Background: an optimization exercise with open tools, aiming at small area, a short achievable clock period and few clock cycles. Do not read the settings as production practice.
At most, simulation tests tie the RTL to the original design; equivalence was not proved.
Power and IR drop assume default switching activity.

==> 01-11 <==
## mul
module mul
(
	input clk,
	input rst,
	input  [31:0] a,
	input  [31:0] b,
	input start,
	output [31:0] res_mul,
	output logic vld
);
logic bo0, bt0, bn0;
assign bo0 = b[0] ^ 1'b0;
assign bt0 = (b[1] & ~b[0] & ~1'b0) | (~b[1] & b[0] & 1'b0);
assign bn0 = b[1] & ~(b[0] & 1'b0);
assign pp1 = ((bo0 & a[0]) | (bt0 & 1'b0)) ^ bn0;
assign pp2 = ((bo0 & a[1]) | (bt0 & a[0])) ^ bn0;
assign pp3 = ((bo0 & a[2]) | (bt0 & a[1])) ^ bn0;
assign pp4 = ((bo0 & a[3]) | (bt0 & a[2])) ^ bn0;
assign pp5 = ((bo0 & a[4]) | (bt0 & a[3])) ^ bn0;
assign pp6 = ((bo0 & a[5]) | (bt0 & a[4])) ^ bn0;
assign pp7 = ((bo0 & a[6]) | (bt0 & a[5])) ^ bn0;
assign pp8 = ((bo0 & a[7]) | (bt0 & a[6])) ^ bn0;
assign pp9 = ((bo0 & a[8]) | (bt0 & a[7])) ^ bn0;
assign pp10 = ((bo0 & a[9]) | (bt0 & a[8])) ^ bn0;
assign pp11 = ((bo0 & a[10]) | (bt0 & a[9])) ^ bn0;
assign pp12 = ((bo0 & a[11]) | (bt0 & a[10])) ^ bn0;
assign pp13 = ((bo0 & a[12]) | (bt0 & a[11])) ^ bn0;
assign pp14 = ((bo0 & a[13]) | (bt0 & a[12])) ^ bn0;
assign pp15 = ((bo0 & a[14]) | (bt0 & a[13])) ^ bn0;
assign pp16 = ((bo0 & a[15]) | (bt0 & a[14])) ^ bn0;
assign pp17 = ((bo0 & a[16]) | (bt0 & a[15])) ^ bn0;
assign pp18 = ((bo0 & a[17]) | (bt0 & a[16])) ^ bn0;
assign pp19 = ((bo0 & a[18]) | (bt0 & a[17])) ^ bn0;
assign pp20 = ((bo0 & a[19]) | (bt0 & a[18])) ^ bn0;
assign pp21 = ((bo0 & a[20]) | (bt0 & a[19])) ^ bn0;
assign pp22 = ((bo0 & a[21]) | (bt0 & a[20])) ^ bn0;
assign pp23 = ((bo0 & a[22]) | (bt0 & a[21])) ^ bn0;
assign pp24 = ((bo0 & a[23]) | (bt0 & a[22])) ^ bn0;
assign pp25 = ((bo0 & a[24]) | (bt0 & a[23])) ^ bn0;
assign pp26 = ((bo0 & a[25]) | (bt0 & a[24])) ^ bn0;
assign pp27 = ((bo0 & a[26]) | (bt0 & a[25])) ^ bn0;
assign pp28 = ((bo0 & a[27]) | (bt0 & a[26])) ^ bn0;
assign pp29 = ((bo0 & a[28]) | (bt0 & a[27])) ^ bn0;
assign pp30 = ((bo0 & a[29]) | (bt0 & a[28])) ^ bn0;
assign pp31 = ((bo0 & a[30]) | (bt0 & a[29])) ^ bn0;
assign pp32 = ((bo0 & a[31]) | (bt0 & a[30])) ^ bn0;
  ...
==> flow/config.mk <==
export PLATFORM = sky130hd
export DESIGN_NAME = mul
export DESIGN_NICKNAME = mul
export VERILOG_FILES = /design/flow/design.v
export SDC_FILE = /design/flow/constraint.sdc
export NUM_CORES = 4
export LEC_CHECK = 0
export CAP_MARGIN = 20
export CORE_MARGIN = 2
export CORE_UTILIZATION = 55
export SLEW_MARGIN = 20
==> flow/constraint.sdc <==
create_clock -name core_clock -period 12.0 [get_ports {clk}]
set_input_delay 2.4000 -clock core_clock [delete_from_list [all_inputs] [get_ports {clk}]]
set_output_delay 2.4000 -clock core_clock [all_outputs]
set_load 0.01 [all_outputs]
standard.sh (not shown) runs the stock make flow with config.mk's settings and CLKGATE_MAP_FILE= SYNTH_SCRIPT=/design/flow/synth_recipe.tcl, a recipe that flattens the netlist after the stock synthesis.
==> flow/flow/run.sh <==
#!/bin/bash
# The standard ORFS layout with three changes to how it is made:
#  - synthesis skips the generic ABC pass inside Yosys's synth command
#    (SYNTH_ARGS=-noabc), so extract_fa sees the adders as written and maps
#    them to full-adder cells without inverters between them; registers and
#    their names are the standard synthesis's;
#  - the port buffers are sky130_fd_sc_hd__buf_4 instead of a delay buffer;
#  - repair_timing aims for a larger setup margin.
set -euo pipefail
cd "$(dirname "$0")/.."
export SYNTH_ARGS="-noabc"
export BUFFER_PORTS_ARGS="-buffer_cell sky130_fd_sc_hd__buf_4"
export SETUP_SLACK_MARGIN=6.5
bash standard.sh finish > standard.log 2>&1
==> 07-13 (differences from 01-11) <==
--- a/flow/design.v
+++ b/flow/design.v
@@ -384,39 +384,40 @@
 logic s605, c606, s607, c608, s611, c612, s613, c614, s615, c616, s617, c618, s619, c620, s621, c622;
 logic s623, c624, s625, c626, s627, c628, s629, c630, s631, c632, s633, c634, s637, c638, s639, c640;
 logic s641, c642, s643, c644, s645, c646, s647, c648, s649, c650, s651, c652, s653, c654, s655, c656;
 logic s657, c658, s659, c660, s665, c666, s667, c668, s669, c670, s671, c672, s673, c674, s675, c676;
 logic s677, c678, s679, c680, s681, c682, s683, c684, s685, c686, s687, c688, s693, c694, s695, c696;
 logic s697, c698, s699, c700, s701, c702, s703, c704, s705, c706, s707, c708, s709, c710, s711, c712;
 logic s713, c714, s715, c716, s717, c718, s723, s724, s725, s726, s727, s728, s729, s730, s731, s732;
-logic s733, s734, s735;
+logic s733, s734, s735, s736, s737, s738, s739, s740, s741, s742, s743, s744, s745, s752, c753, s754;
+logic c755, s756, c757, s758, c759, s760, c761, s762, c763;
 assign s273 = bn1 ^ pp3;
 assign c274 = bn1 & pp3;
 assign s275 = pp4 ^ pp34;
 assign c276 = pp4 & pp34;
 assign s277 = bn2 ^ pp5 ^ pp35;
 assign c278 = (bn2 & pp5) | (pp35 & (bn2 ^ pp5));
 assign s279 = pp63 ^ c276;
 assign c280 = pp63 & c276;
 assign s281 = pp6 ^ pp36 ^ pp64;
 assign c282 = (pp6 & pp36) | (pp64 & (pp6 ^ pp36));
-assign s283 = c280 ^ c278;
-assign c284 = c280 & c278;
+assign s283 = c278 ^ s281;
+assign c284 = c278 & s281;
 assign s285 = bn3 ^ pp7 ^ pp37;
 assign c286 = (bn3 & pp7) | (pp37 & (bn3 ^ pp7));
 assign s287 = pp65 ^ pp91 ^ c282;
 assign c288 = (pp65 & pp91) | (c282 & (pp65 ^ pp91));
 assign s289 = s285 ^ c284;
 assign c290 = s285 & c284;
 assign s291 = pp8 ^ pp38 ^ pp66;
 assign c292 = (pp8 & pp38) | (pp66 & (pp8 ^ pp38));
 assign s293 = pp92 ^ c286 ^ s291;
 assign c294 = (pp92 & c286) | (s291 & (pp92 ^ c286));
-assign s295 = c290 ^ c288;
-assign c296 = c290 & c288;
+assign s295 = c288 ^ s293;
+assign c296 = c288 & s293;
 assign s297 = bn4 ^ pp9 ^ pp39;
 assign c298 = (bn4 & pp9) | (pp39 & (bn4 ^ pp9));
 assign s299 = pp67 ^ pp93 ^ pp117;
 assign c300 = (pp67 & pp93) | (pp117 & (pp67 ^ pp93));
 assign s301 = c292 ^ s297 ^ s299;
 assign c302 = (c292 & s297) | (s299 & (c292 ^ s297));
 assign s303 = c294 ^ s301;
@@ -433,16 +434,16 @@
 assign c314 = (bn5 & pp11) | (pp41 & (bn5 ^ pp11));
 assign s315 = pp69 ^ pp95 ^ pp119;
 assign c316 = (pp69 & pp95) | (pp119 & (pp69 ^ pp95));
 assign s317 = pp141 ^ c306 ^ s313;
 assign c318 = (pp141 & c306) | (s313 & (pp141 ^ c306));
 assign s319 = s315 ^ c308 ^ s317;
 assign c320 = (s315 & c308) | (s317 & (s315 ^ c308));
-assign s321 = c310 ^ c312;
-assign c322 = c310 & c312;
+assign s321 = c310 ^ s319;
+assign c322 = c310 & s319;
 assign s323 = pp12 ^ pp42 ^ pp70;
 assign c324 = (pp12 & pp42) | (pp70 & (pp12 ^ pp42));
 assign s325 = pp96 ^ pp120 ^ pp142;
 assign c326 = (pp96 & pp120) | (pp142 & (pp96 ^ pp120));
 assign s327 = c314 ^ c316 ^ s323;
 assign c328 = (c314 & c316) | (s323 & (c314 ^ c316));
 assign s329 = s325 ^ c318 ^ s327;
@@ -481,16 +482,16 @@
 assign c362 = (pp145 & pp165) | (pp183 & (pp145 ^ pp165));
 assign s363 = c346 ^ c348 ^ s357;
 assign c364 = (c346 & c348) | (s357 & (c346 ^ c348));
 assign s365 = s359 ^ s361 ^ c350;
 assign c366 = (s359 & s361) | (c350 & (s359 ^ s361));
 assign s367 = s363 ^ c352 ^ s365;
 assign c368 = (s363 & c352) | (s365 & (s363 ^ c352));
-assign s369 = c354 ^ c356;
-assign c370 = c354 & c356;
+assign s369 = c354 ^ s367;
+assign c370 = c354 & s367;
 assign s371 = pp16 ^ pp46 ^ pp74;
 assign c372 = (pp16 & pp46) | (pp74 & (pp16 ^ pp46));
 assign s373 = pp100 ^ pp124 ^ pp146;
 assign c374 = (pp100 & pp124) | (pp146 & (pp100 ^ pp124));
 assign s375 = pp166 ^ pp184 ^ c358;
 assign c376 = (pp166 & pp184) | (c358 & (pp166 ^ pp184));
 assign s377 = c360 ^ c362 ^ s371;
@@ -807,36 +808,58 @@
 assign c712 = (c676 & c678) | (c680 & (c676 ^ c678));
 assign s713 = s703 ^ s705 ^ s707;
 assign c714 = (s703 & s705) | (s707 & (s703 ^ s705));
 assign s715 = s709 ^ c682 ^ c684;
 assign c716 = (s709 & c682) | (c684 & (s709 ^ c682));
 assign s717 = s711 ^ s713 ^ c686;
 assign c718 = (s711 & s713) | (c686 & (s711 ^ s713));
-assign s723 = pp32 ^ pp62 ^ pp90;
-assign s724 = pp116 ^ pp140 ^ pp162;
-assign s725 = pp182 ^ pp200 ^ pp216;
-assign s726 = pp230 ^ pp242 ^ pp252;
-assign s727 = pp260 ^ pp266 ^ pp270;
-assign s728 = pp272 ^ s723 ^ s724;
-assign s729 = s725 ^ s726 ^ s727;
-assign s730 = c694 ^ c696 ^ c698;
-assign s731 = c700 ^ c702 ^ s728;
-assign s732 = s729 ^ s730 ^ c704;
-assign s733 = c706 ^ c708 ^ c710;
-assign s734 = s731 ^ s732 ^ s733;
-assign s735 = c712 ^ c714 ^ s734;
-logic c450_q, c452_q, c470_q, s489_q, c490_q, s511_q, c512_q, s533_q, c534_q, s557_q, c558_q, s581_q, c582_q, s607_q, c608_q, s633_q;
-logic c632_q, s657_q, s659_q, c634_q, s685_q, c660_q, s687_q, s715_q, c688_q, s717_q, c716_q, s735_q, c718_q, pp1_q, pp2_q, pp33_q;
-logic c274_q, s277_q, s281_q, s287_q, s293_q, c296_q, s309_q, s319_q, c322_q, c332_q, s353_q, s367_q, c370_q, c384_q, c400_q, c416_q;
-logic s449_q, s469_q, bn0_q, s273_q, s275_q, s279_q, s283_q, s289_q, s295_q, s303_q, s311_q, s321_q, s331_q, s343_q, s355_q, s369_q;
-logic s383_q, s399_q, s415_q, s433_q, s451_q;
+assign s723 = pp32 ^ pp62;
+assign s724 = pp90 ^ pp116;
+assign s725 = pp140 ^ pp162;
+assign s726 = pp182 ^ pp200;
+assign s727 = pp216 ^ pp230;
+assign s728 = pp242 ^ pp252;
+assign s729 = pp260 ^ pp266;
+assign s730 = pp270 ^ pp272;
+assign s731 = s723 ^ s724;
+assign s732 = s725 ^ s726;
+assign s733 = s727 ^ s728;
+assign s734 = s729 ^ s730;
+assign s735 = s731 ^ s732;
+assign s736 = s733 ^ s734;
+assign s737 = c694 ^ c696;
+assign s738 = c698 ^ c700;
+assign s739 = c702 ^ s735;
+assign s740 = s736 ^ s737;
+assign s741 = s738 ^ s739;
+assign s742 = s740 ^ s741;
+assign s743 = c704 ^ c706;
+assign s744 = c708 ^ c710;
+assign s745 = s742 ^ s743;
+assign s752 = pp1 ^ bn0;
+assign c753 = pp1 & bn0;
+assign s754 = pp2 ^ c753;
+assign c755 = pp2 & c753;
+assign s756 = pp33 ^ s273 ^ c755;
+assign c757 = (pp33 & s273) | (c755 & (pp33 ^ s273));
+assign s758 = c274 ^ s275 ^ c757;
+assign c759 = (c274 & s275) | (c757 & (c274 ^ s275));
+assign s760 = s277 ^ s279 ^ c759;
+assign c761 = (s277 & s279) | (c759 & (s277 ^ s279));
+assign s762 = c280 ^ s283 ^ c761;
+assign c763 = (c280 & s283) | (c761 & (c280 ^ s283));
+logic c450_q, s469_q, c470_q, s489_q, c490_q, s511_q, c512_q, s533_q, c534_q, s557_q, c558_q, s581_q, c582_q, s607_q, c608_q, s633_q;
+logic c632_q, s657_q, s659_q, c634_q, s685_q, c660_q, s687_q, s715_q, c688_q, s717_q, s744_q, s745_q, c712_q, c714_q, c716_q, c718_q;
+logic s752_q, s754_q, s756_q, s758_q, s760_q, s762_q, s287_q, c290_q, c296_q, s309_q, c312_q, c322_q, c332_q, s353_q, c356_q, c370_q;
+logic c384_q, c400_q, c416_q, s449_q, c452_q, s289_q, s295_q, s303_q, s311_q, s321_q, s331_q, s343_q, s355_q, s369_q, s383_q, s399_q;
+logic s415_q, s433_q, s451_q, c763_q;
 always_ff @(posedge clk) begin
 	vld <= start & ~rst;
 	c450_q <= c450;
-	c452_q <= c452;
+	s469_q <= s469;
 	c470_q <= c470;
 	s489_q <= s489;
 	c490_q <= c490;
 	s511_q <= s511;
 	c512_q <= c512;
 	s533_q <= s533;
 	c534_q <= c534;
@@ -853,62 +876,62 @@
 	c634_q <= c634;
 	s685_q <= s685;
 	c660_q <= c660;
 	s687_q <= s687;
 	s715_q <= s715;
 	c688_q <= c688;
 	s717_q <= s717;
+	s744_q <= s744;
+	s745_q <= s745;
+	c712_q <= c712;
+	c714_q <= c714;
 	c716_q <= c716;
-	s735_q <= s735;
 	c718_q <= c718;
-	pp1_q <= pp1;
-	pp2_q <= pp2;
-	pp33_q <= pp33;
-	c274_q <= c274;
-	s277_q <= s277;
-	s281_q <= s281;
+	s752_q <= s752;
+	s754_q <= s754;
+	s756_q <= s756;
+	s758_q <= s758;
+	s760_q <= s760;
+	s762_q <= s762;
 	s287_q <= s287;
-	s293_q <= s293;
+	c290_q <= c290;
 	c296_q <= c296;
 	s309_q <= s309;
-	s319_q <= s319;
+	c312_q <= c312;
 	c322_q <= c322;
 	c332_q <= c332;
 	s353_q <= s353;
-	s367_q <= s367;
+	c356_q <= c356;
 	c370_q <= c370;
 	c384_q <= c384;
 	c400_q <= c400;
 	c416_q <= c416;
 	s449_q <= s449;
-	s469_q <= s469;
-	bn0_q <= bn0;
-	s273_q <= s273;
-	s275_q <= s275;
-	s279_q <= s279;
-	s283_q <= s283;
+	c452_q <= c452;
 	s289_q <= s289;
 	s295_q <= s295;
 	s303_q <= s303;
 	s311_q <= s311;
 	s321_q <= s321;
 	s331_q <= s331;
 	s343_q <= s343;
 	s355_q <= s355;
 	s369_q <= s369;
 	s383_q <= s383;
 	s399_q <= s399;
 	s415_q <= s415;
 	s433_q <= s433;
 	s451_q <= s451;
+	c763_q <= c763;
 end
 logic s471, c472, s491, c492, s513, c514, s535, c536, s559, c560, s583, c584, s609, c610, s635, c636;
-logic s661, c662, s663, c664, s689, c690, s691, c692, s719, c720, s721, c722, s736, s737;
-assign s471 = c450_q ^ c452_q;
-assign c472 = c450_q & c452_q;
+logic s661, c662, s663, c664, s689, c690, s691, c692, s719, c720, s721, c722, s746, s747, s748, s749;
+logic s750, s751;
+assign s471 = c450_q ^ s469_q;
+assign c472 = c450_q & s469_q;
 assign s491 = c470_q ^ s489_q;
 assign c492 = c470_q & s489_q;
 assign s513 = c490_q ^ s511_q;
 assign c514 = c490_q & s511_q;
 assign s535 = c512_q ^ s533_q;
 assign c536 = c512_q & s533_q;
 assign s559 = c534_q ^ s557_q;
@@ -921,20 +944,25 @@
 assign c636 = c608_q & s633_q;
 assign s661 = c632_q ^ s657_q ^ s659_q;
 assign c662 = (c632_q & s657_q) | (s659_q & (c632_q ^ s657_q));
 assign s663 = c634_q ^ c636;
 assign c664 = c634_q & c636;
 assign s689 = s685_q ^ c660_q ^ s687_q;
 assign c690 = (s685_q & c660_q) | (s687_q & (s685_q ^ c660_q));
-assign s691 = c662 ^ c664;
-assign c692 = c662 & c664;
+assign s691 = c662 ^ s689;
+assign c692 = c662 & s689;
 assign s719 = s715_q ^ c688_q ^ s717_q;
 assign c720 = (s715_q & c688_q) | (s717_q & (s715_q ^ c688_q));
 assign s721 = c690 ^ s719;
 assign c722 = c690 & s719;
-assign s736 = c716_q ^ s735_q ^ c718_q;
-assign s737 = s736 ^ c720;
-logic [31:0] r0, r1;
-assign r0 = {c722, c692, s689, s661, c610, c584, c560, c536, c514, c492, c472, s469_q, s449_q, c416_q, c400_q, c384_q, c370_q, s367_q, s353_q, c332_q, c322_q, s319_q, s309_q, c296_q, s293_q, s287_q, s281_q, s277_q, c274_q, pp33_q, pp2_q, pp1_q};
-assign r1 = {s737, s721, s691, s663, s635, s609, s583, s559, s535, s513, s491, s471, s451_q, s433_q, s415_q, s399_q, s383_q, s369_q, s355_q, s343_q, s331_q, s321_q, s311_q, s303_q, s295_q, s289_q, s283_q, s279_q, s275_q, s273_q, 1'b0, bn0_q};
-assign res_mul = r0 + r1;
+assign s746 = s744_q ^ s745_q;
+assign s747 = c712_q ^ c714_q;
+assign s748 = s746 ^ s747;
+assign s749 = s748 ^ c716_q;
+assign s750 = s749 ^ c718_q;
+assign s751 = s750 ^ c720;
+logic [25:0] r0, r1;
+assign r0 = {c722, c692, c664, s661, c610, c584, c560, c536, c514, c492, c472, c452_q, s449_q, c416_q, c400_q, c384_q, c370_q, c356_q, s353_q, c332_q, c322_q, c312_q, s309_q, c296_q, c290_q, s287_q};
+assign r1 = {s751, s721, s691, s663, s635, s609, s583, s559, s535, s513, s491, s471, s451_q, s433_q, s415_q, s399_q, s383_q, s369_q, s355_q, s343_q, s331_q, s321_q, s311_q, s303_q, s295_q, s289_q};
+assign res_mul[31:6] = r0 + r1 + {25'b0, c763_q};
+assign res_mul[5:0] = {s762_q, s760_q, s758_q, s756_q, s754_q, s752_q};
 endmodule
--- a/flow/flow/run.sh
+++ b/flow/flow/run.sh
@@ -6,9 +6,9 @@
 #    their names are the standard synthesis's;
 #  - the port buffers are sky130_fd_sc_hd__buf_4 instead of a delay buffer;
 #  - repair_timing aims for a larger setup margin.
 set -euo pipefail
 cd "$(dirname "$0")/.."
 export SYNTH_ARGS="-noabc"
 export BUFFER_PORTS_ARGS="-buffer_cell sky130_fd_sc_hd__buf_4"
-export SETUP_SLACK_MARGIN=6.5
+export SETUP_SLACK_MARGIN=6.0
 bash standard.sh finish > standard.log 2>&1
CORE_UTILIZATION = 70   (was 55)
==> comparison table <==
	01-11	07-13
Number of sinks handled by clock tree synthesis	70	69
P_comb	3.66 mW	3.42 mW
End point of the critical path	s607_q	s533_q
Crit path launch	b[2]	b[1]
Iteration-0 DRC Markers	1440	1139
Starting density of the core	55.9%	71.6%
Router iterations before antenna repair	7	6
Status	no timing/DRC/antenna violations	no timing/DRC/antenna violations
Leak Pwr	6.28 nW	5.46 nW
Seq cells	70	69
Crit path time final	5.54 ns	5.95 ns
Setup Buffers After CTS	53	6
Fraction of power consumed by the clock network	6.1%	6.9%
Power density relative to cell area	264 nW/um^2	293 nW/um^2
Data arrival at the endpoint of the critical path	5.77 ns	6.17 ns
Adder-cell area share of the yosys netlist	37.1%	38.2%
Testbench counts of 07-13, summed over its fixed seeds: cycles 3,200.
The RTL of 01-11 was laid out without a check of its function.

[afterwards: timing with drivers on the ports]
The flow's constraints put no driver on any port. The routed layouts listed below were extracted and timed again, unchanged, in two steps.
Step 1, drivers: a clkbuf_16 drives clk and a buf_2 each remaining input, both assumed.
Step 2 moves the port delays by t, midway between the first and last clock arrival at a register: inputs arrive t later, outputs are due t later. That takes back most of the time a late clock gives input paths.
Three values: ideal, step 1, step 2; two values: the first two.
| run | t, ns | setup WS [ns] | cell pins on the clock port's net |
|---|---|---|---|
| 01-11 | 0.405 | 6.457 / 6.380 / 5.975 | 1 |
| 07-13 | 0.405 | 6.051 / 5.989 / 5.583 | 1 |
After both steps every run listed still meets setup and hold. For 01-11, which loses most, drivers alone change the setup slack by -0.077 ns; drivers and shift together by -0.482 ns.
